This design comes from an exercise in tuning for a short achievable clock period and few clock cycles on the open sky130 flow, not from production work. RTL that was checked went through simulation tests only; none was proved equivalent to the original. Only the layout flow was run in run 3; the RTL was not checked for function there. Power is estimated from default activity; no workload was simulated.

File: flow/config.mk
export PLATFORM = sky130hd
export DESIGN_NAME = miniRV
export DESIGN_NICKNAME = miniRV
export VERILOG_FILES = /design/flow/design.v
export SDC_FILE = /design/flow/constraint.sdc
export NUM_CORES = 4
export LEC_CHECK = 0
export CAP_MARGIN = 20
export CORE_MARGIN = 2
export CORE_UTILIZATION = 40
export SETUP_SLACK_MARGIN = 5
export SLEW_MARGIN = 20
File: flow/constraint.sdc
create_clock -name core_clock -period 9.5 [get_ports {clk}]
set_input_delay 1.9000 -clock core_clock [delete_from_list [all_inputs] [get_ports {clk}]]
set_output_delay 1.9000 -clock core_clock [all_outputs]
set_load 0.01 [all_outputs]
File: flow/design.v
module miniRV (
    input  wire        clk,
    input  wire        rst,
    input  wire [31:0] inst_i,
    input  wire [31:0] mem_rdata_i,
    output wire [13:0] inst_addr_o,
    output wire [15:0] mem_addr_o,
    output wire        mem_wen_o,
    output wire [31:0] mem_wdata_o,
    output wire        debug_wb_have_inst,
    output wire [31:0] debug_wb_pc,
    output wire        debug_wb_ena,
    output wire [4:0]  debug_wb_reg,
    output wire [31:0] debug_wb_value
);
reg  [13:0] pc_q;                  
reg  [15:0] btb_v;
reg  [9:0]  btb_tag [0:15];
reg  [13:0] btb_tgt [0:15];
reg         bu_en;
reg         bu_set;
reg  [13:0] bu_pc;
reg  [13:0] bu_tgt;
reg         e_valid;
reg  [31:0] e_a;                   
reg  [31:0] e_b;
reg  [4:0]  e_sh;                  
reg  [31:0] e_r1;                  
reg  [31:0] e_r2;                  
reg  [15:0] e_ji;                  
reg  [13:0] e_pc;
reg  [13:0] e_pc1;
reg         e_jalr;
reg         e_pred;
reg         e_c_eq, e_c_ne, e_c_lt, e_c_ge, e_c_ltu, e_c_geu, e_c_al;    
reg         e_uns;
reg         e_ld, e_st, e_wr;
reg  [4:0]  e_rd;
reg         e_r2_ld;               
reg         e_sub;
reg         e_s_add, e_s_slt, e_s_xor, e_s_or, e_s_and, e_s_sll, e_s_sr;
reg         e_sra;
reg         m_valid;
reg  [31:0] m_res;
reg  [31:0] m_wdata;
reg         m_wen;
reg         m_ld;
reg         m_wr;
reg  [4:0]  m_rd;
reg  [13:0] m_pc;
reg         w_valid;
reg  [13:0] w_pc;
reg         w_ena;
reg  [4:0]  w_rd;
reg  [31:0] w_val;
reg  [31:0] rf [1:31];
reg  [3:0]  pcx_n;                 
wire [3:0]  f_idx  = ~pcx_n;
wire        f_hit  = btb_v[f_idx] && (btb_tag[f_idx] == pc_q[13:4]);
wire [13:0] f_ptgt = btb_tgt[f_idx];
wire        stall;
wire        cond;
wire [13:0] pc_t;                  
wire [13:0] pc_n;                  
wire        mis_t, mis_n;
wire [13:0] pc_d = cond ? pc_t : pc_n;
always @(posedge clk or posedge rst) begin
    if (rst) begin
        pc_q  <= 14'd0;
        pcx_n <= 4'hf;
    end else begin
        pc_q  <= pc_d;
        pcx_n <= ~pc_d[3:0];
    end
end
assign inst_addr_o = pc_q;
always @(posedge clk or posedge rst) begin
    if (rst)
        btb_v <= 16'd0;
    else if (bu_en)
        btb_v[bu_pc[3:0]] <= bu_set;
end
always @(posedge clk) begin
    if (bu_en && bu_set) begin
        btb_tag[bu_pc[3:0]] <= bu_pc[13:4];
        btb_tgt[bu_pc[3:0]] <= bu_tgt;
    end
end
wire e_mis = cond ? mis_t : mis_n;
wire        d_valid = 1'b1;
wire [31:0] d_inst  = inst_i;
wire [13:0] d_pc    = pc_q;
wire        d_pred  = f_hit;
wire [13:0] d_ptgt  = f_ptgt;
wire [4:0]  opc = d_inst[6:2];
wire [4:0]  rd  = d_inst[11:7];
wire [2:0]  f3  = d_inst[14:12];
wire [4:0]  rs1 = d_inst[19:15];
wire [4:0]  rs2 = d_inst[24:20];
wire i_lui   = (opc == 5'b01101);
wire i_auipc = (opc == 5'b00101);
wire i_jal   = (opc == 5'b11011);
wire i_jalr  = (opc == 5'b11001);
wire i_br    = (opc == 5'b11000);
wire i_ld    = (opc == 5'b00000);
wire i_st    = (opc == 5'b01000);
wire i_opi   = (opc == 5'b00100);
wire i_op    = (opc == 5'b01100);
wire i_alu   = i_op | i_opi;
wire use1 = i_op | i_opi | i_ld | i_st | i_br | i_jalr;
wire use2 = i_op | i_st | i_br;
wire wr   = (i_op | i_opi | i_ld | i_lui | i_auipc | i_jal | i_jalr) && (rd != 5'd0);
wire [31:0] imm_i = {{20{d_inst[31]}}, d_inst[31:20]};
wire [31:0] imm_s = {{20{d_inst[31]}}, d_inst[31:25], d_inst[11:7]};
wire [31:0] imm_b = {{20{d_inst[31]}}, d_inst[7], d_inst[30:25], d_inst[11:8], 1'b0};
wire [31:0] imm_u = {d_inst[31:12], 12'd0};
wire [31:0] imm_j = {{12{d_inst[31]}}, d_inst[19:12], d_inst[20], d_inst[30:21], 1'b0};
wire [31:0] imm = i_st ? imm_s :
                  (i_lui | i_auipc) ? imm_u :
                  imm_i;
wire [15:0] pc_b   = {d_pc, 2'b00};
wire [31:0] rf1 = (rs1 == 5'd0) ? 32'd0 : rf[rs1];
wire [31:0] rf2 = (rs2 == 5'd0) ? 32'd0 : rf[rs2];
wire [31:0] e_res;
wire [31:0] m_val = m_ld ? mem_rdata_i : m_res;
wire m_fwd1 = m_valid && m_wr && (m_rd == rs1);
wire m_fwd2 = m_valid && m_wr && (m_rd == rs2);
wire x_fwd1 = e_valid && e_wr && (e_rd == rs1);
wire x_fwd2 = e_valid && e_wr && (e_rd == rs2);
wire [31:0] r1_old = m_fwd1 ? m_val : rf1;
wire [31:0] r2_old = m_fwd2 ? m_val : rf2;
wire        a_pc    = i_auipc | i_jal | i_jalr;
wire        a_x     = x_fwd1 && !(a_pc | i_lui);
wire [31:0] a_old   = a_pc ? {16'd0, pc_b} : i_lui ? 32'd0 : r1_old;
wire        b_reg   = i_op;
wire        b_x     = x_fwd2 && b_reg;
wire [31:0] b_old   = b_reg ? r2_old : (i_jal | i_jalr) ? 32'd4 : imm;
wire [31:0] a_next  = a_x    ? e_res : a_old;
wire [31:0] b_next  = b_x    ? e_res : b_old;
wire [31:0] r1_next = x_fwd1 ? e_res : r1_old;
wire [31:0] r2_next = x_fwd2 ? e_res : r2_old;
wire        i_sh    = i_alu && (f3[1:0] == 2'b01);
wire [4:0]  sh_next = !i_sh ? 5'd0 : !i_op ? imm_i[4:0] : x_fwd2 ? e_res[4:0] : r2_old[4:0];
wire   ld1 = e_valid && e_ld && e_wr && (rs1 == e_rd);
wire   ld2 = e_valid && e_ld && e_wr && (rs2 == e_rd);
assign stall = d_valid && ((use1 && ld1) || (use2 && !i_st && ld2));
wire id_go    = d_valid && !stall && !e_mis;
always @(posedge clk or posedge rst) begin
    if (rst)
        e_valid <= 1'b0;
    else
        e_valid <= id_go;
end
always @(posedge clk) begin
    e_a     <= a_next;
    e_b     <= b_next;
    e_sh    <= sh_next;
    e_r1    <= r1_next;
    e_r2    <= r2_next;
    e_ji    <= i_jal ? imm_j[15:0] : i_br ? imm_b[15:0] : imm_i[15:0];
    e_pc    <= d_pc;
    e_pc1   <= d_pc + 14'd1;
    e_jalr  <= i_jalr;
    e_pred  <= d_pred;
    e_c_eq  <= i_br && (f3 == 3'b000);
    e_c_ne  <= i_br && (f3 == 3'b001);
    e_c_lt  <= i_br && (f3 == 3'b100);
    e_c_ge  <= i_br && (f3 == 3'b101);
    e_c_ltu <= i_br && (f3 == 3'b110);
    e_c_geu <= i_br && (f3 == 3'b111);
    e_c_al  <= i_jal || i_jalr;
    e_uns   <= f3[0];
    e_ld    <= i_ld;
    e_st    <= i_st;
    e_wr    <= wr;
    e_rd    <= rd;
    e_r2_ld <= i_st && ld2;
    e_sub   <= (i_op && d_inst[30] && (f3 == 3'b000)) || (i_alu && (f3[2:1] == 2'b01));
    e_s_add <= !i_alu || (f3 == 3'b000);
    e_s_slt <= i_alu && (f3[2:1] == 2'b01);
    e_s_xor <= i_alu && (f3 == 3'b100);
    e_s_or  <= i_alu && (f3 == 3'b110);
    e_s_and <= i_alu && (f3 == 3'b111);
    e_s_sll <= i_alu && (f3 == 3'b001);
    e_s_sr  <= i_alu && (f3 == 3'b101);
    e_sra   <= d_inst[30];
end
function [15:0] add16;
    input [15:0] x;
    input [15:0] y;
    reg   [15:0] g, p, p0;
    integer l, i;
    begin
        g  = x & y;
        p0 = x ^ y;
        p  = p0;
        for (l = 1; l < 16; l = l * 2)
            for (i = 15; i >= l; i = i - 1) begin
                g[i] = g[i] | (p[i] & g[i - l]);
                p[i] = p[i] & p[i - l];
            end
        add16 = p0 ^ {g[14:0], 1'b0};
    end
endfunction
wire [31:0] bx = e_b ^ {32{e_sub}};
wire [31:0] g0 = e_a & bx;
wire [31:0] p0 = e_a ^ bx;
reg  [31:0] kg, kp;
integer     lv, bi;
always @(*) begin
    kg = {g0[31:1], g0[0] | (p0[0] & e_sub)};
    kp = p0;
    for (lv = 1; lv < 32; lv = lv * 2) begin
        for (bi = 31; bi >= lv; bi = bi - 1) begin
            kg[bi] = kg[bi] | (kp[bi] & kg[bi - lv]);
            kp[bi] = kp[bi] & kp[bi - lv];
        end
    end
end
wire [32:0] cy  = {kg, e_sub};           
wire [31:0] sum = p0 ^ cy[31:0];
wire        a_ltu = !cy[32];
wire        a_lt  = e_uns ? a_ltu : (a_ltu ^ e_a[31] ^ e_b[31]);
wire [31:0] sll = e_a << e_sh;
wire [32:0] srx_w = $signed({e_sra & e_a[31], e_a}) >>> e_sh;
wire [31:0] srx = srx_w[31:0];
assign e_res = ({32{e_s_add}} & sum)
             | ({32{e_s_slt}} & {31'd0, a_lt})
             | ({32{e_s_xor}} & (e_a ^ e_b))
             | ({32{e_s_or }} & (e_a | e_b))
             | ({32{e_s_and}} & (e_a & e_b))
             | ({32{e_s_sll}} & sll)
             | ({32{e_s_sr }} & srx);
function [2:0] cmp;
    input [31:0] a;
    input [31:0] b;
    reg   [31:0] e, l;
    reg          s;
    integer k, i;
    begin
        e = {1'b1, ~(a[30:0] ^ b[30:0])};
        l = {1'b0, ~a[30:0] & b[30:0]};
        for (k = 1; k < 32; k = k * 2)
            for (i = 0; i + 2 * k <= 32; i = i + 2 * k) begin
                l[i + 2 * k - 1] = l[i + 2 * k - 1] | (e[i + 2 * k - 1] & l[i + k - 1]);
                e[i + 2 * k - 1] = e[i + 2 * k - 1] & e[i + k - 1];
            end
        s = ~(a[31] ^ b[31]);
        cmp = {e[31] & s,
               (~a[31] & b[31]) | (s & l[31]),
               (a[31] & ~b[31]) | (s & l[31])};
    end
endfunction
wire [2:0]  c_rr = cmp(e_r1, e_r2);
wire [5:0]  c_sel = {e_c_eq, e_c_ne, e_c_ltu, e_c_geu, e_c_lt, e_c_ge};
function brc;
    input [5:0] sel;
    input [2:0] c;
    begin
        brc = (sel[5] & c[2]) | (sel[4] & ~c[2]) |
              (sel[3] & c[1]) | (sel[2] & ~c[1]) |
              (sel[1] & c[0]) | (sel[0] & ~c[0]);
    end
endfunction
assign cond = e_c_al | brc(c_sel, c_rr);
wire [31:0] cb  = e_r2_ld ? mem_rdata_i : e_r2;
wire [15:0] jtgt   = add16(e_r1[15:0], e_ji);
wire [15:0] btgt   = add16({e_pc, 2'b00}, e_ji);
wire [13:0] e_t    = btgt[15:2];
wire [13:0] nomis  = stall ? pc_q : f_hit ? f_ptgt : pc_q + 14'd1;
assign mis_t = e_valid && (!e_pred || e_jalr);
assign mis_n = e_valid && e_pred;
assign pc_t  = !mis_t ? nomis : e_jalr ? jtgt[15:2] : e_t;
assign pc_n  = !mis_n ? nomis : e_pc1;
always @(posedge clk or posedge rst) begin
    if (rst) begin
        bu_en <= 1'b0;
    end else begin
        bu_en <= e_valid && ((cond && !e_jalr) || e_pred);
    end
end
always @(posedge clk) begin
    bu_set <= cond && !e_jalr;
    bu_pc  <= e_pc;
    bu_tgt <= e_jalr ? jtgt[15:2] : e_t;
end
always @(posedge clk or posedge rst) begin
    if (rst) begin
        m_valid <= 1'b0;
        m_wen   <= 1'b0;
    end else begin
        m_valid <= e_valid;
        m_wen   <= e_valid && e_st;
    end
end
always @(posedge clk) begin
    m_res   <= e_res;
    m_wdata <= cb;
    m_ld    <= e_ld;
    m_wr    <= e_wr;
    m_rd    <= e_rd;
    m_pc    <= e_pc;
end
assign mem_addr_o  = m_res[15:0];
assign mem_wen_o   = m_wen;
assign mem_wdata_o = m_wdata;
always @(posedge clk) begin
    if (m_valid && m_wr)
        rf[m_rd] <= m_val;
end
always @(posedge clk or posedge rst) begin
    if (rst)
        w_valid <= 1'b0;
    else
        w_valid <= m_valid;
end
always @(posedge clk) begin
    w_pc  <= m_pc;
    w_ena <= m_wr;
    w_rd  <= m_rd;
    w_val <= m_val;
end
assign debug_wb_have_inst = w_valid;
assign debug_wb_pc        = {16'd0, w_pc, 2'b00};
assign debug_wb_ena       = w_ena;
assign debug_wb_reg       = w_rd;
assign debug_wb_value     = w_val;
endmodule
File: flow/flow/run.sh
#!/bin/bash
set -euo pipefail
MARGIN=${MARGIN:-6.5}
bash standard.sh SETUP_SLACK_MARGIN=$MARGIN finish > standard.log 2>&1
File: flow/standard.sh
#!/bin/bash
# synth_recipe.tcl (not shown) runs the flow's synth.tcl, then flattens the netlist and writes it again
# the make line also repeats each setting of config.mk as NAME=value (left out here)
make -C /OpenROAD-flow-scripts/flow DESIGN_CONFIG=/design/flow/config.mk WORK_HOME=/design/flow/orfs CLKGATE_MAP_FILE= SYNTH_SCRIPT=/design/flow/synth_recipe.tcl "${@:-finish}"
==> summary.md, run 1 <==
| Metric | Value |
|---|---|
| Status | finished clean |
| Setup TNS | 0 ns |
| Initial antenna violation count | 17 |
| VDD IR max | 0.189 mV |
| P_int | 17000 uW |
| Leakage | 0.0377 uW |
| Starting density of the core | 40.3% |
| CTS Root Buffer Type | clkbuf_16 |
| Ports | 200 |
| Fillcell total | 16400 |
| Crit path max-delay family | compound AO/OA/AOI/OAI gates |
| Grt ovf | 0 |
| Worst Setup Slack, final | 5.56 ns |
| Net Sw Power | 7960 uW |
| Synth Instances | 5271 |
| Pre-Repair DR Iteration Count | 6 |
| Placer congestion estimate | 0.953 |
| Seq pwr share | 41.9% |
| Core Area | 0.207 mm2 |
| Max Freq | 0.254 GHz |
| DIE AREA | 0.213 mm2 |
| Sequential Area | 0.0496 mm2 |
| CP Capture Type | flop |
| Clock latency (worst-skew pair) | 0.90 ns |
| CP Launch Type | flop |
| Area Overhead vs Synth | 29.2% |
| # rows | 167 |
| Final Max Tran Viols | 0 |
| Yosys top cell area share | 49.4% |
| Worst EP required | 10.20 ns |
| Tightest Pin Transition | 1.12 ns |
| Min Tclk post-route | 3.94 ns |
| Final period util | 41.5% |
| Clock power share | 29.7% |
| Nets | 6216 |
| Via count | 56800 |
| FFs w/ async S/R, synth | 2.20% |
| Mean post-synth cell area | 15.9 um2 |
| First-pass GRT wire length | 422000 um |
| Die Y | 461 um |
| Post-synth EDFFs | 1376 |
| DR WL/cell | 34.6 um |
| Switching share of power | 31.9% |
| Die W | 461 um |
| Synth area leaders | edfxtp_1 49%, mux4_2 20%, dfxtp_1 8.5% |
| CTS Buf Count | 185 |
| Post-route DRC | 0 |
| Clk pin slew, worst setup/hold paths | 0.06 ns |
| Max-Cap Viols | 0 |
| Finished Layout Cells | 8939 |
| RSZ-0062 raised after global routing | true |
| Setup violations, final | 0 |
| Htree depth | 4 |
| Fin util | 52.1% |
| CP arrival | 4.64 ns |
| Worst path cell trace | buf_12, buf_16, buf_4, mux2i_1, a22o_1, o21a_1, o311ai_4, or2b_4, or4_4, mux2_4, o22a_1, a221o_1 |
| Yosys top cell by area | edfxtp_1 |
| Critical path type | reg -> reg |
| Routed vias/inst | 6.35 |
| Wirelength, routed | 309000 um |
| CTS Hold Bufs | 0 |
| Share of layout cells above drive strength 1 | 42.5% |
| Main synth FF type | edfxtp_1 |
| Seq/Total Area, Yosys | 59.1% |
| DR iter-0 viols | 7560 |
| CTS tree | done |
| Total GRT Usage | 28.3% |
| Largest fanout on the critical path | 6 |
| I/O Buffers | 179 |
| Hold violation total from the final report | 0 |
| Sink Count | 1771 |
| Longest Clk Path Bufs | 3 |
| PwrDens | 231 mW/mm2 |
| Most frequent cell after synthesis | edfxtp_1 |
| Logic pwr share | 28.4% |
| Multi-input gate area | 0.0359 mm2 |
| Place WS | 3.25 ns |
| Min-delay worst type | reg -> reg |
| Post-Synthesis Cell Area | 0.0836 mm2 |
| Top cells by count, synth | 1376 x edfxtp_1, 735 x mux4_2, 356 x dfxtp_1 |
| Layout Skew | 0.108 ns |
| Power, Total | 25000 uW |
| HPWL reported at the end of detailed placement | 166000 um |
| Crit path largest cell delay | 0.69 ns |
| Buffer and inverter count on the worst path | 3 |
| Largest net degree at the start of global routing | 53 |
| Unique masters post-synth | 83 |
| Number of synthesized register bits | 1771 |
| Vias in the first global route | 54500 |
| Placed insts | 7988 |
| Slowest CP cell | dfstp_4 |
| Synth warn | 1 |
| Slew HR | 25.0% |
| Routed Antenna Nets | 0 |
## area by class of cell
| cell class | count | area share [%] |
|---|---|---|
| Sequential cell | 1771 | 46.0 |
| Multi-Input combinational cell | 2921 | 33.2 |
| Timing Repair Buffer | 871 | 10.8 |
| Clock buffer | 254 | 4.86 |
| Tap cell | 2788 | 3.23 |
| Clock inverter | 91 | 0.923 |
| Inverter | 209 | 0.836 |
| Timing Repair inverter | 27 | 0.191 |
| Antenna cell | 7 | 0.0162 |
## stage by stage
stage               area [um2]  hold WS, ns
floorplan                84900        0.329
global placement         88800        0.390
detailed placement       88900        0.376
CTS                     105000        0.394
global route            108000        0.395
finish                  108000        0.389
## routing by layer
layer	vias up	share of wire, %	GRT usage, %	wire [um]
met4	10	5.9	13.4	18200
met2	3679	47	45.6	146000
met3	877	11	6.38	32600
met1	29600	36	36.4	113000
met5	-	0.018	0	57
li1	22600	-	-	-
## power by group through the flow
stage | sequential [uW] | clock (uW) | combinational, uW
CTS | 10500 | 7480 | 6370
global route | 10500 | 7800 | 7410
detailed placement | 10800 | 0 | 4770
global placement | 10700 | 0 | 4710
floorplan | 10200 | 0 | 3170
finish | 10500 | 7420 | 7080
## placed cells by master, fill, tap and decap left out, types with 102 or more instances in the layout
cell type / synthesis / layout
buf_6: 6 / 184
clkbuf_16: 0 / 200
mux2i_1: 264 / 165
buf_16: 0 / 113
edfxtp_1: 1376 / 1376
nor2_1: 296 / 226
ha_1: 162 / 146
inv_1: 203 / 165
nand2_1: 184 / 176
o21ai_0: 137 / 102
mux4_2: 735 / 735
a21oi_1: 245 / 182
dfxtp_1: 356 / 270
buf_4: 35 / 340
## cells by family after synthesis
family / share of synthesized area (%)
xor+xnor: 1.11
other cells: 0.00448
fa+ha+maj: 2.47
compound gates: 6.36
flops: 59.1
buf+inv: 2.97
simple gates: 4.10
mux: 23.9
## path summary, 6_finish.rpt
path	to	slack, ns	startpoint	cells after the start
min in group asynchronous	m_valid	1.51	rst	3
max in group asynchronous	pc_q[5]	7.43	rst	3
worst min register to register	m_pc[10]	0.39	e_pc[10]	0
worst max-delay path	pc_q[2]	5.56	pcx_n[2]	12
worst min-delay path	m_pc[10]	0.39	e_pc[10]	0
worst max register to register	pc_q[2]	5.56	pcx_n[2]	12
## what timing repair did
action,4_1_cts,5_1_grt
gates resized for setup,1475,357
pin swaps,170,181
setup endpoints to repair,991,722
cloned,121,20
hold endpoints to repair,0,0
buffers inserted,319,138
## registers in the layout (all words and copies together) (netlist names), 14 cells and up
register / flops
rf: 992
btb_tgt: 224
btb_tag: 160
e_a: 32
e_b: 32
e_r1: 32
e_r2: 32
m_res: 32
m_wdata: 32
w_val: 32
btb_v: 16
e_ji: 16
bu_tgt: 14
e_pc1: 14
e_pc: 14
m_pc: 14
pc_q: 14
w_pc: 14
Testbench counts, summed over its fixed seeds: cycles 80,576.
==> inputs of run 2 (changes only) <==
--- a/flow/design.v
+++ b/flow/design.v
@@ -55,5 +55,5 @@
 reg  [31:0] w_val;
 reg  [31:0] rf [1:31];
-reg  [3:0]  pcx_n;                 
+reg  [3:0]  pcx_n;
 wire [3:0]  f_idx  = ~pcx_n;
 wire        f_hit  = btb_v[f_idx] && (btb_tag[f_idx] == pc_q[13:4]);
@@ -66,11 +66,14 @@
 wire [13:0] pc_d = cond ? pc_t : pc_n;
 always @(posedge clk or posedge rst) begin
-    if (rst) begin
-        pc_q  <= 14'd0;
-        pcx_n <= 4'hf;
-    end else begin
-        pc_q  <= pc_d;
+    if (rst)
+        pc_q <= 14'd0;
+    else
+        pc_q <= pc_d;
+end
+always @(posedge clk or posedge rst) begin
+    if (rst)
+        pcx_n <= 4'h0;
+    else
         pcx_n <= ~pc_d[3:0];
-    end
 end
 assign inst_addr_o = pc_q;
==> summary.md, run 2 <==
| Metric | Value |
|---|---|
| Area Overhead vs Synth | 27.2% (was 29.2%) |
| Clock latency (worst-skew pair) | 0.86 ns (was 0.90 ns) |
| Sink Count | 1771 (unchanged) |
| Setup TNS | 0 ns (unchanged) |
| RSZ-0062 raised after global routing | true (unchanged) |
| Main synth FF type | edfxtp_1 (unchanged) |
| Sequential Area | 0.0496 mm2 (about the same) |
| Pre-Repair DR Iteration Count | 5 (was 6) |
| Multi-input gate area | 0.0357 mm2 (was 0.0359 mm2) |
| Yosys top cell by area | edfxtp_1 (unchanged) |
| Initial antenna violation count | 12 (was 17) |
| FFs w/ async S/R, synth | 2.20% (unchanged) |
| Tightest Pin Transition | 1.07 ns (was 1.12 ns) |
| Most frequent cell after synthesis | edfxtp_1 (unchanged) |
| Power, Total | 24600 uW (was 25000 uW) |
| Largest register FFs | 992 (unchanged) |
| Largest register by flop count | rf (unchanged) |
| Mean post-synth cell area | 15.9 um2 (about the same) |
| First-pass GRT wire length | 416000 um (was 422000 um) |
| Top cells by count, synth | 1376 x edfxtp_1, 735 x mux4_2, 356 x dfxtp_1 (unchanged) |
| Setup violations, final | 0 (unchanged) |
| Commonest cells after routing, fill and taps aside | 1376 x edfxtp_1, 735 x mux4_2, 293 x buf_4, 266 x dfxtp_1, 235 x nor2_1 (was 1376 x edfxtp_1, 735 x mux4_2, 340 x buf_4, 270 x dfxtp_1, 226 x nor2_1) |
| I/O Buffers | 179 (unchanged) |
| Final period util | 40.4% (was 41.5%) |
| Status | finished clean (unchanged) |
| Placer congestion estimate | 0.935 (was 0.953) |
| CTS Buf Count | 184 (was 185) |
| PwrDens | 232 mW/mm2 (was 231 mW/mm2) |
| Critical path type | in -> reg (was reg -> reg) |
| Grt ovf | 0 (unchanged) |
| Seq pwr share | 42.4% (was 41.9%) |
| Finished Layout Cells | 8844 (was 8939) |
| Layout Skew | 0.0711 ns (was 0.108 ns) |
| CP arrival | 4.54 ns (was 4.64 ns) |
| DR WL/cell | 34.2 um (was 34.6 um) |
| Yosys top cell area share | 49.4% (about the same) |
| # rows | 167 (unchanged) |
| P_int | 16800 uW (was 17000 uW) |
| Via count | 55700 (was 56800) |
| Commonest non-fill, non-tap cell in the layout | edfxtp_1 (unchanged) |
| Die W | 461 um (about the same) |
| VDD IR max | 0.227 mV (was 0.189 mV) |
| Fillcell total | 16600 (was 16400) |
| Leakage | 0.0369 uW (was 0.0377 uW) |
| Logic pwr share | 28.0% (was 28.4%) |
| Hold violation total from the final report | 0 (unchanged) |
| CP Launch Type | input pin (was flop) |
| Largest fanout on the critical path | 6 (unchanged) |
| Post-Synthesis Cell Area | 0.0836 mm2 (about the same) |
| Total GRT Usage | 27.8% (was 28.3%) |
| Starting density of the core | 40.3% (about the same) |
| Seq/Total Area, Yosys | 59.1% (about the same) |
| Htree depth | 4 (unchanged) |
| Unique masters post-synth | 82 (was 83) |
| Min Tclk post-route | 3.84 ns (was 3.94 ns) |
| Die Y | 461 um (about the same) |
| Synth Instances | 5271 (unchanged) |
| Routed vias/inst | 6.30 (was 6.35) |
| Clock power share | 29.5% (was 29.7%) |
| Max Freq | 0.260 GHz (was 0.254 GHz) |
| Ports | 200 (unchanged) |
| Largest net degree at the start of global routing | 74 (was 53) |
| Reg-to-reg slack, setup | 5.69 ns (was 5.56 ns) |
| Synth area leaders | edfxtp_1 49%, mux4_2 20%, dfxtp_1 8.5% (unchanged) |
| Placed insts | 7992 (was 7988) |
| DIE AREA | 0.213 mm2 (about the same) |
| Number of synthesized register bits | 1771 (unchanged) |
| Synth warn | 1 (unchanged) |
| Min-delay worst type | reg -> reg (unchanged) |
| CTS tree | done (unchanged) |
| Worst EP required | 10.20 ns (about the same) |
| DR iter-0 viols | 7886 (was 7560) |
| Net Sw Power | 7850 uW (was 7960 uW) |
| CTS Hold Bufs | 0 (unchanged) |
| Routed Antenna Nets | 0 (unchanged) |
| Share of layout cells above drive strength 1 | 40.9% (was 42.5%) |
| Longest Clk Path Bufs | 3 (unchanged) |
| Max-Cap Viols | 0 (unchanged) |
| CP Capture Type | flop (unchanged) |
| Post-route DRC | 0 (unchanged) |
| Final Max Tran Viols | 0 (unchanged) |
| Slew HR | 28.6% (was 25.0%) |
| Core Area | 0.207 mm2 (unchanged) |
| HPWL reported at the end of detailed placement | 167000 um (was 166000 um) |
| CTS Root Buffer Type | clkbuf_16 (unchanged) |
| Nets | 6116 (was 6216) |
| Vias in the first global route | 53900 (was 54500) |
| Post-synth EDFFs | 1376 (unchanged) |
| Switching share of power | 31.9% (about the same) |
| Wirelength, routed | 302000 um (was 309000 um) |
| Clk pin slew, worst setup/hold paths | 0.06 ns (about the same) |
run 2: worst paths after layout:
| kind | start | end | depth (start not counted) |
|---|---|---|---|
| hold / removal | e_pc[13] | m_pc[13] | 0 |
| setup reg to reg | pcx_n[1] | pcx_n[2] | 13 |
| setup / recovery | inst_i[20] | e_b[23] | 13 |
| max in group asynchronous | rst | m_wen | 3 |
| hold reg to reg | e_pc[13] | m_pc[13] | 0 |
| min in group asynchronous | rst | btb_v[6] | 3 |
run 2: final cells by class:
cell class	instances	share of cell area, %
clock buffers	269	4.87
multi-input cells	2921	33.6
flip-flops and latches	1771	46.7
clock inverters	79	0.854
diodes	8	0.0188
well taps	2788	3.28
inverters	209	0.863
repair inverters	28	0.191
repair buffers	771	9.62
run 2: power groups by stage:
stage / clock network, uW / registers, uW / logic [uW]
floorplan: 0 / 10200 / 3160
global placement: 0 / 10600 / 4800
detailed placement: 0 / 10700 / 4850
CTS: 7340 / 10400 / 6380
global route: 7660 / 10500 / 7240
finish: 7270 / 10400 / 6900
run 2: logic make-up after synthesis:
| logic type | count (synthesis) | share of synthesized area, % |
|---|---|---|
| other | 1 | 0.00449 |
| DFF | 1771 | 59.1 |
| buffers and inverters | 600 | 2.97 |
| muxes | 1066 | 23.9 |
| AOI/OAI and AO/OA | 817 | 6.36 |
| xor gates and xnor gates | 106 | 1.11 |
| and+or+nand+nor | 746 | 4.10 |
| adders and majority gates | 164 | 2.47 |
run 2: through the flow:
step	hold slack [ns]	worst slack, ns	cell area, um2	utilization, %
global route	0.396	5.60	106000	51.2
finish	0.384	5.66	106000	51.2
CTS	0.387	5.63	104000	50.1
floorplan	0.329	5.49	84900	-
global placement	0.371	3.07	88800	42.8
detailed placement	0.379	3.02	88900	42.8
run 2: what timing repair did:
action                                  4_1_cts  5_1_grt
resized for setup                          1474      298
pin swaps                                   165      162
endpoints found under the setup margin     1163      741
setup buffers                               262      109
cloned                                      110       15
run 2: worst max-delay path, stage by stage:
cell,delay [ns]
buf_16,0.11
buf_12,0.11
buf_16,0.14
buf_6,0.12
buf_12,0.10
buf_16,0.13
mux4_2,0.52
mux4_2,0.52
mux2i_4,0.28
o22ai_2,0.16
a21oi_2,0.18
a21oi_2,0.06
a21o_1,0.18
run 2: per-layer routing:
metal / up-vias / part of all wire, % / GRT usage (%)
met2: 3430 / 48 / 44.8
li1: 22400 / - / -
met3: 689 / 10 / 6.05
met5: - / 0.0069 / 0
met4: 4 / 4.8 / 11.3
met1: 29200 / 37 / 36.5
Testbench counts of run 2, summed over its fixed seeds: cycles 80,576.
==> inputs of run 3 (changes only) <==
--- a/flow/design.v
+++ b/flow/design.v
@@ -33,4 +33,5 @@
 reg         e_jalr;
 reg         e_pred;
+reg  [13:0] e_ptgt;
 reg         e_c_eq, e_c_ne, e_c_lt, e_c_ge, e_c_ltu, e_c_geu, e_c_al;    
 reg         e_uns;
@@ -38,4 +39,5 @@
 reg  [4:0]  e_rd;
 reg         e_r2_ld;               
+reg         e_s_rr, e_s_m1, e_s_m2, e_s_mm;    
 reg         e_sub;
 reg         e_s_add, e_s_slt, e_s_xor, e_s_or, e_s_and, e_s_sll, e_s_sr;
@@ -55,5 +57,5 @@
 reg  [31:0] w_val;
 reg  [31:0] rf [1:31];
-reg  [3:0]  pcx_n;
+reg  [3:0]  pcx_n;                 
 wire [3:0]  f_idx  = ~pcx_n;
 wire        f_hit  = btb_v[f_idx] && (btb_tag[f_idx] == pc_q[13:4]);
@@ -61,19 +63,17 @@
 wire        stall;
 wire        cond;
-wire [13:0] pc_t;                  
-wire [13:0] pc_n;                  
 wire        mis_t, mis_n;
-wire [13:0] pc_d = cond ? pc_t : pc_n;
+reg         mis_q;                 
+reg  [13:0] rd_q;                  
+wire [13:0] nomis;
+wire [13:0] pc_d = mis_q ? rd_q : nomis;
 always @(posedge clk or posedge rst) begin
-    if (rst)
-        pc_q <= 14'd0;
-    else
-        pc_q <= pc_d;
-end
-always @(posedge clk or posedge rst) begin
-    if (rst)
-        pcx_n <= 4'h0;
-    else
+    if (rst) begin
+        pc_q  <= 14'd0;
+        pcx_n <= 4'hf;
+    end else begin
+        pc_q  <= pc_d;
         pcx_n <= ~pc_d[3:0];
+    end
 end
 assign inst_addr_o = pc_q;
@@ -91,4 +91,14 @@
 end
 wire e_mis = cond ? mis_t : mis_n;
+wire ev    = e_valid && !mis_q;    
+always @(posedge clk or posedge rst) begin
+    if (rst)
+        mis_q <= 1'b0;
+    else
+        mis_q <= e_mis;
+end
+always @(posedge clk) begin
+    rd_q <= cond ? (e_jalr ? jtgt[15:2] : e_t) : e_pc1;
+end
 wire        d_valid = 1'b1;
 wire [31:0] d_inst  = inst_i;
@@ -147,6 +157,6 @@
 wire   ld1 = e_valid && e_ld && e_wr && (rs1 == e_rd);
 wire   ld2 = e_valid && e_ld && e_wr && (rs2 == e_rd);
-assign stall = d_valid && ((use1 && ld1) || (use2 && !i_st && ld2));
-wire id_go    = d_valid && !stall && !e_mis;
+assign stall = d_valid && ((use1 && !i_br && ld1) || (use2 && !i_st && !i_br && ld2));
+wire id_go    = d_valid && !stall && !mis_q;
 always @(posedge clk or posedge rst) begin
     if (rst)
@@ -166,4 +176,5 @@
     e_jalr  <= i_jalr;
     e_pred  <= d_pred;
+    e_ptgt  <= d_ptgt;
     e_c_eq  <= i_br && (f3 == 3'b000);
     e_c_ne  <= i_br && (f3 == 3'b001);
@@ -173,4 +184,8 @@
     e_c_geu <= i_br && (f3 == 3'b111);
     e_c_al  <= i_jal || i_jalr;
+    e_s_rr  <= !(i_br && (ld1 || ld2));
+    e_s_m1  <= i_br && ld1 && !ld2;
+    e_s_m2  <= i_br && !ld1 && ld2;
+    e_s_mm  <= i_br && ld1 && ld2;
     e_uns   <= f3[0];
     e_ld    <= i_ld;
@@ -178,5 +193,5 @@
     e_wr    <= wr;
     e_rd    <= rd;
-    e_r2_ld <= i_st && ld2;
+    e_r2_ld <= (i_br || i_st) && ld2;
     e_sub   <= (i_op && d_inst[30] && (f3 == 3'b000)) || (i_alu && (f3[2:1] == 2'b01));
     e_s_add <= !i_alu || (f3 == 3'b000);
@@ -256,4 +271,6 @@
 endfunction
 wire [2:0]  c_rr = cmp(e_r1, e_r2);
+wire [2:0]  c_m1 = cmp(mem_rdata_i, e_r2);
+wire [2:0]  c_m2 = cmp(e_r1, mem_rdata_i);
 wire [5:0]  c_sel = {e_c_eq, e_c_ne, e_c_ltu, e_c_geu, e_c_lt, e_c_ge};
 function brc;
@@ -266,23 +283,24 @@
     end
 endfunction
-assign cond = e_c_al | brc(c_sel, c_rr);
+assign cond = e_c_al | (e_s_rr & brc(c_sel, c_rr)) | (e_s_m1 & brc(c_sel, c_m1)) |
+              (e_s_m2 & brc(c_sel, c_m2)) | (e_s_mm & (e_c_eq | e_c_ge | e_c_geu));
 wire [31:0] cb  = e_r2_ld ? mem_rdata_i : e_r2;
 wire [15:0] jtgt   = add16(e_r1[15:0], e_ji);
 wire [15:0] btgt   = add16({e_pc, 2'b00}, e_ji);
 wire [13:0] e_t    = btgt[15:2];
-wire [13:0] nomis  = stall ? pc_q : f_hit ? f_ptgt : pc_q + 14'd1;
-assign mis_t = e_valid && (!e_pred || e_jalr);
-assign mis_n = e_valid && e_pred;
-assign pc_t  = !mis_t ? nomis : e_jalr ? jtgt[15:2] : e_t;
-assign pc_n  = !mis_n ? nomis : e_pc1;
+wire        jmis   = (jtgt[15:2] != e_ptgt);
+assign nomis = stall ? pc_q : f_hit ? f_ptgt : pc_q + 14'd1;
+wire        tmis   = e_jalr ? jmis : (e_t != e_ptgt);
+assign mis_t = ev && (!e_pred || tmis);
+assign mis_n = ev && e_pred;
 always @(posedge clk or posedge rst) begin
     if (rst) begin
         bu_en <= 1'b0;
     end else begin
-        bu_en <= e_valid && ((cond && !e_jalr) || e_pred);
+        bu_en <= ev && (cond || e_pred);
     end
 end
 always @(posedge clk) begin
-    bu_set <= cond && !e_jalr;
+    bu_set <= cond;
     bu_pc  <= e_pc;
     bu_tgt <= e_jalr ? jtgt[15:2] : e_t;
@@ -293,6 +311,6 @@
         m_wen   <= 1'b0;
     end else begin
-        m_valid <= e_valid;
-        m_wen   <= e_valid && e_st;
+        m_valid <= ev;
+        m_wen   <= ev && e_st;
     end
 end
==> summary.md, run 3 <==
| Metric | Value |
|---|---|
| CTS Root Buffer Type | clkbuf_16 (unchanged) |
| Most frequent cell after synthesis | edfxtp_1 (unchanged) |
| Crit path max-delay family | simple AND/OR/NAND/NOR gates (was multiplexers) |
| Max-Cap Viols | 0 (unchanged) |
| Total GRT Usage | 27.7% (was 27.8%) |
| I/O Buffers | 179 (unchanged) |
| Pre-Repair DR Iteration Count | 6 (was 5) |
| Leakage | 0.0380 uW (was 0.0369 uW) |
| Commonest cells after routing, fill and taps aside | 1376 x edfxtp_1, 755 x mux4_2, 300 x dfxtp_1, 263 x buf_4, 261 x nor2_1 (was 1376 x edfxtp_1, 735 x mux4_2, 293 x buf_4, 266 x dfxtp_1, 235 x nor2_1) |
| Layout Skew | 0.0901 ns (was 0.0711 ns) |
| Placed insts | 8319 (was 7992) |
| RSZ-0062 raised after global routing | true (unchanged) |
| Unique masters post-synth | 87 (was 82) |
| Min Tclk post-route | 4.10 ns (was 3.84 ns) |
| Min-delay worst type | reg -> reg (unchanged) |
| Setup violations, final | 0 (unchanged) |
| Post-Synthesis Cell Area | 0.0861 mm2 (was 0.0836 mm2) |
| Largest register by flop count | rf (unchanged) |
| Worst Setup Slack, final | 5.40 ns (was 5.66 ns) |
| Worst path most repeated cell | mux2_4 (was buf_16) |
| Starting density of the core | 40.2% (was 40.3%) |
| Via count | 57100 (was 55700) |
| Number of synthesized register bits | 1804 (was 1771) |
| Wirelength, routed | 309000 um (was 302000 um) |
| Cell count of the worst reg-to-reg path | 11 (was 13) |
| Setup TNS | 0 ns (unchanged) |
| Top cells by count, synth | 1376 x edfxtp_1, 755 x mux4_2, 388 x dfxtp_1 (was 1376 x edfxtp_1, 735 x mux4_2, 356 x dfxtp_1) |
| Post-route DRC | 0 (unchanged) |
| Synth area leaders | edfxtp_1 48%, mux4_2 20%, dfxtp_1 9.0% (was edfxtp_1 49%, mux4_2 20%, dfxtp_1 8.5%) |
| CTS Buf Count | 188 (was 184) |
| Tightest Pin Transition | 1.10 ns (was 1.07 ns) |
| Max Freq | 0.244 GHz (was 0.260 GHz) |
| Status | finished clean (unchanged) |
| Sink Count | 1804 (was 1771) |
| Hold violation total from the final report | 0 (unchanged) |
| Synth Instances | 5549 (was 5271) |
| Clk pin slew, worst setup/hold paths | 0.07 ns (was 0.06 ns) |
| FFs w/ async S/R, synth | 2.22% (was 2.20%) |
| Main synth FF type | edfxtp_1 (unchanged) |
| Buffer and inverter count on the worst path | 3 (was 6) |
| Ports | 200 (unchanged) |
| Routed Antenna Nets | 0 (unchanged) |
| DR WL/cell | 33.9 um (was 34.2 um) |
| Clock latency (worst-skew pair) | 0.87 ns (was 0.86 ns) |
| Htree depth | 4 (unchanged) |
| Worst path cell trace | dlygate4sd2_1, ha_1, nand2_2, nor4_4, nand2_1, a21boi_2, nor3_2, mux2_4, o31ai_4, buf_6, nand3_4, buf_12, mux2_4 (was buf_16, buf_12, buf_16, buf_6, buf_12, buf_16, mux4_2, mux4_2, mux2i_4, o22ai_2, a21oi_2, a21oi_2, a21o_1) |
| Final Max Tran Viols | 0 (unchanged) |
| Commonest non-fill, non-tap cell in the layout | edfxtp_1 (unchanged) |
| Post-synth EDFFs | 1376 (unchanged) |
| Worst EP required | 10.25 ns (was 10.20 ns) |
| Synth warn | 1 (unchanged) |
| VDD IR max | 0.208 mV (was 0.227 mV) |
| # rows | 170 (was 167) |
| Routed vias/inst | 6.25 (was 6.30) |
| PwrDens | 231 mW/mm2 (was 232 mW/mm2) |
| Grt ovf | 0 (unchanged) |
| CP arrival | 4.85 ns (was 4.54 ns) |
| Core Area | 0.214 mm2 (was 0.207 mm2) |
| Vias in the first global route | 55200 (was 53900) |
| Slowest CP cell | nor4_4 (was mux4_2) |
| Area Overhead vs Synth | 26.3% (was 27.2%) |
| Crit path largest cell delay | 0.36 ns (was 0.52 ns) |
| Largest register FFs | 992 (unchanged) |
| First-pass GRT wire length | 428000 um (was 416000 um) |
| Cell count along the critical path | 13 (unchanged) |
| Yosys top cell area share | 48.0% (was 49.4%) |
| Largest net degree at the start of global routing | 75 (was 74) |
| Yosys top cell by area | edfxtp_1 (unchanged) |
| Hold Slack | 0.364 ns (was 0.384 ns) |
| Longest Clk Path Bufs | 3 (unchanged) |
| Mean post-synth cell area | 15.5 um2 (was 15.9 um2) |
| HPWL reported at the end of detailed placement | 176000 um (was 167000 um) |
| Share of layout cells above drive strength 1 | 39.5% (was 40.9%) |
| CP Capture Type | flop (unchanged) |
| DR iter-0 viols | 7376 (was 7886) |
| Critical path type | in -> reg (unchanged) |
| Initial antenna violation count | 15 (was 12) |
| Nets | 6421 (was 6116) |
| Die Y | 468 um (was 461 um) |
| Largest fanout on the critical path | 5 (was 6) |
| Seq/Total Area, Yosys | 58.2% (was 59.1%) |
| CTS tree | done (unchanged) |
| CP Launch Type | input pin (unchanged) |
| Placer congestion estimate | 0.936 (was 0.935) |
| Die W | 468 um (was 461 um) |
| DIE AREA | 0.219 mm2 (was 0.213 mm2) |
| Finished Layout Cells | 9137 (was 8844) |
| Final period util | 43.2% (was 40.4%) |
| Place WS | 3.33 ns (was 3.02 ns) |
| Slew HR | 26.3% (was 28.6%) |
| Hold path cells | 0 (unchanged) |
-- run 3: cell types whose count changed after synthesis, moves of 32 or more --
cell | before | now
ha_1 | 162 | 228
mux2i_1 | 264 | 231
nor2_1 | 296 | 332
dfxtp_1 | 356 | 388
nand2_1 | 184 | 248
a21oi_1 | 245 | 304
o21ai_0 | 137 | 171
-- run 3: worst paths after layout --
kind                                  from  slack, ns   endpoint
max in group asynchronous              rst       7.18   pc_q[13]
min in group asynchronous              rst       1.58  btb_v[11]
hold / removal                     e_pc[0]       0.36    m_pc[0]
setup reg to reg                   e_r2[3]       5.56    rd_q[0]
setup / recovery           mem_rdata_i[26]       5.40    rd_q[0]
hold reg to reg                    e_pc[0]       0.36    m_pc[0]
-- run 3: layout make-up --
| type | instances | area, um2 |
|---|---|---|
| Inverter | 231 | 923 |
| Fill cell | 17300 | 105000 |
| Multi-Input combinational cell | 3146 | 37600 |
| Antenna cell | 11 | 27.5 |
| Timing Repair inverter | 14 | 103 |
| Timing Repair Buffer | 740 | 9870 |
| Clock inverter | 109 | 1210 |
| Tap cell | 2838 | 3550 |
| Clock buffer | 244 | 5150 |
| Sequential cell | 1804 | 50300 |
-- run 3: routing by layer --
layer	vias to the layer above	routed length, um	global-route usage (%)
li1	23300	-	-
met1	29900	117000	36.3
met2	3248	148000	44.8
met3	664	28400	5.48
met4	2	16000	12.5
met5	-	13	0
-- run 3: per-stage QoR --
stage               total power, uW  util [%]  instance area, um2
floorplan                     13800         -               87700
global placement              16100      42.8               91600
detailed placement            16200      42.8               91600
CTS                           24700      49.5              106000
global route                  26000      50.8              109000
finish                        25200      50.8              109000
-- run 3: worst register-to-register path, delay by kind of cell (launching register included) --
family                   cells  cell delay (ns)
AO/OA/AOI/OAI                5             1.24
AND/OR/NAND/NOR              2             0.72
multiplexers                 2             0.68
flip-flops                   1             0.64
adder cells (fa/ha/maj)      1             0.35
buffers and inverters        1             0.23
-- run 3: repair_timing --
action                      CTS  global route
setup endpoints to repair  1460           800
buffers inserted            247           106
hold buffers                  0             0
cloned                       87            14
resized for setup          1448           329
pin swaps                   135           153
-- run 3: cells by family (layout without fill, tap and decap cells) --
group / after synthesis / after routing / synth area share, %
multiplexers: 1058 / 1058 / 23.4
adder cells (fa/ha/maj): 230 / 230 / 3.36
flip-flops: 1804 / 1804 / 58.2
other: 1 / 29 / 0.00436
buffers and inverters: 618 / 1338 / 2.95
AO/OA/AOI/OAI: 835 / 836 / 6.08
AND/OR/NAND/NOR: 867 / 868 / 4.58
XOR/XNOR: 136 / 136 / 1.43
-- run 3: power by group --
| part | internal, uW | total (uW) | switching (uW) |
|---|---|---|---|
| Sequential | 9950 | 10800 | 826 |
| Clock | 4270 | 7550 | 3280 |
| Combinational | 2940 | 6830 | 3890 |
| Total | 17200 | 25200 | 8000 |

-- separate check: timing with driven ports --
The results above use ideal ports. As a check the final layouts listed here were re-extracted and re-timed, cells and wires unchanged. Step 1 (the two cells are an assumption about what drives the block):
set clk [get_ports {clk}]
set_driving_cell -lib_cell sky130_fd_sc_hd__clkbuf_16 $clk
set_driving_cell -lib_cell sky130_fd_sc_hd__buf_2 [delete_from_list [all_inputs] $clk]
Step 2 times the ports against the registers' clock, not the clock port: input delays grow and output delays shrink by t, the midpoint of the rising clock arrivals with the driver on. Three values: no drivers, after step 1, after step 2; two values: the first two.
run	shift t [ns]	slack for setup (ns)	hold WS [ns]	worst setup path at the end
run 1	0.935	5.562 / 5.463 / 4.528	0.389 / 0.389 / 0.389	input to register
run 2	0.906	5.658 / 5.393 / 4.487	0.384 / 0.384 / 0.384	input to register
run 3	0.918	5.396 / 5.344 / 4.426	0.364 / 0.364 / 0.364	input to register
After both steps setup and hold are still met in every run listed. The setup slack of run 2, which loses most, moves by -0.265 ns with the drivers and by -1.171 ns with both steps.
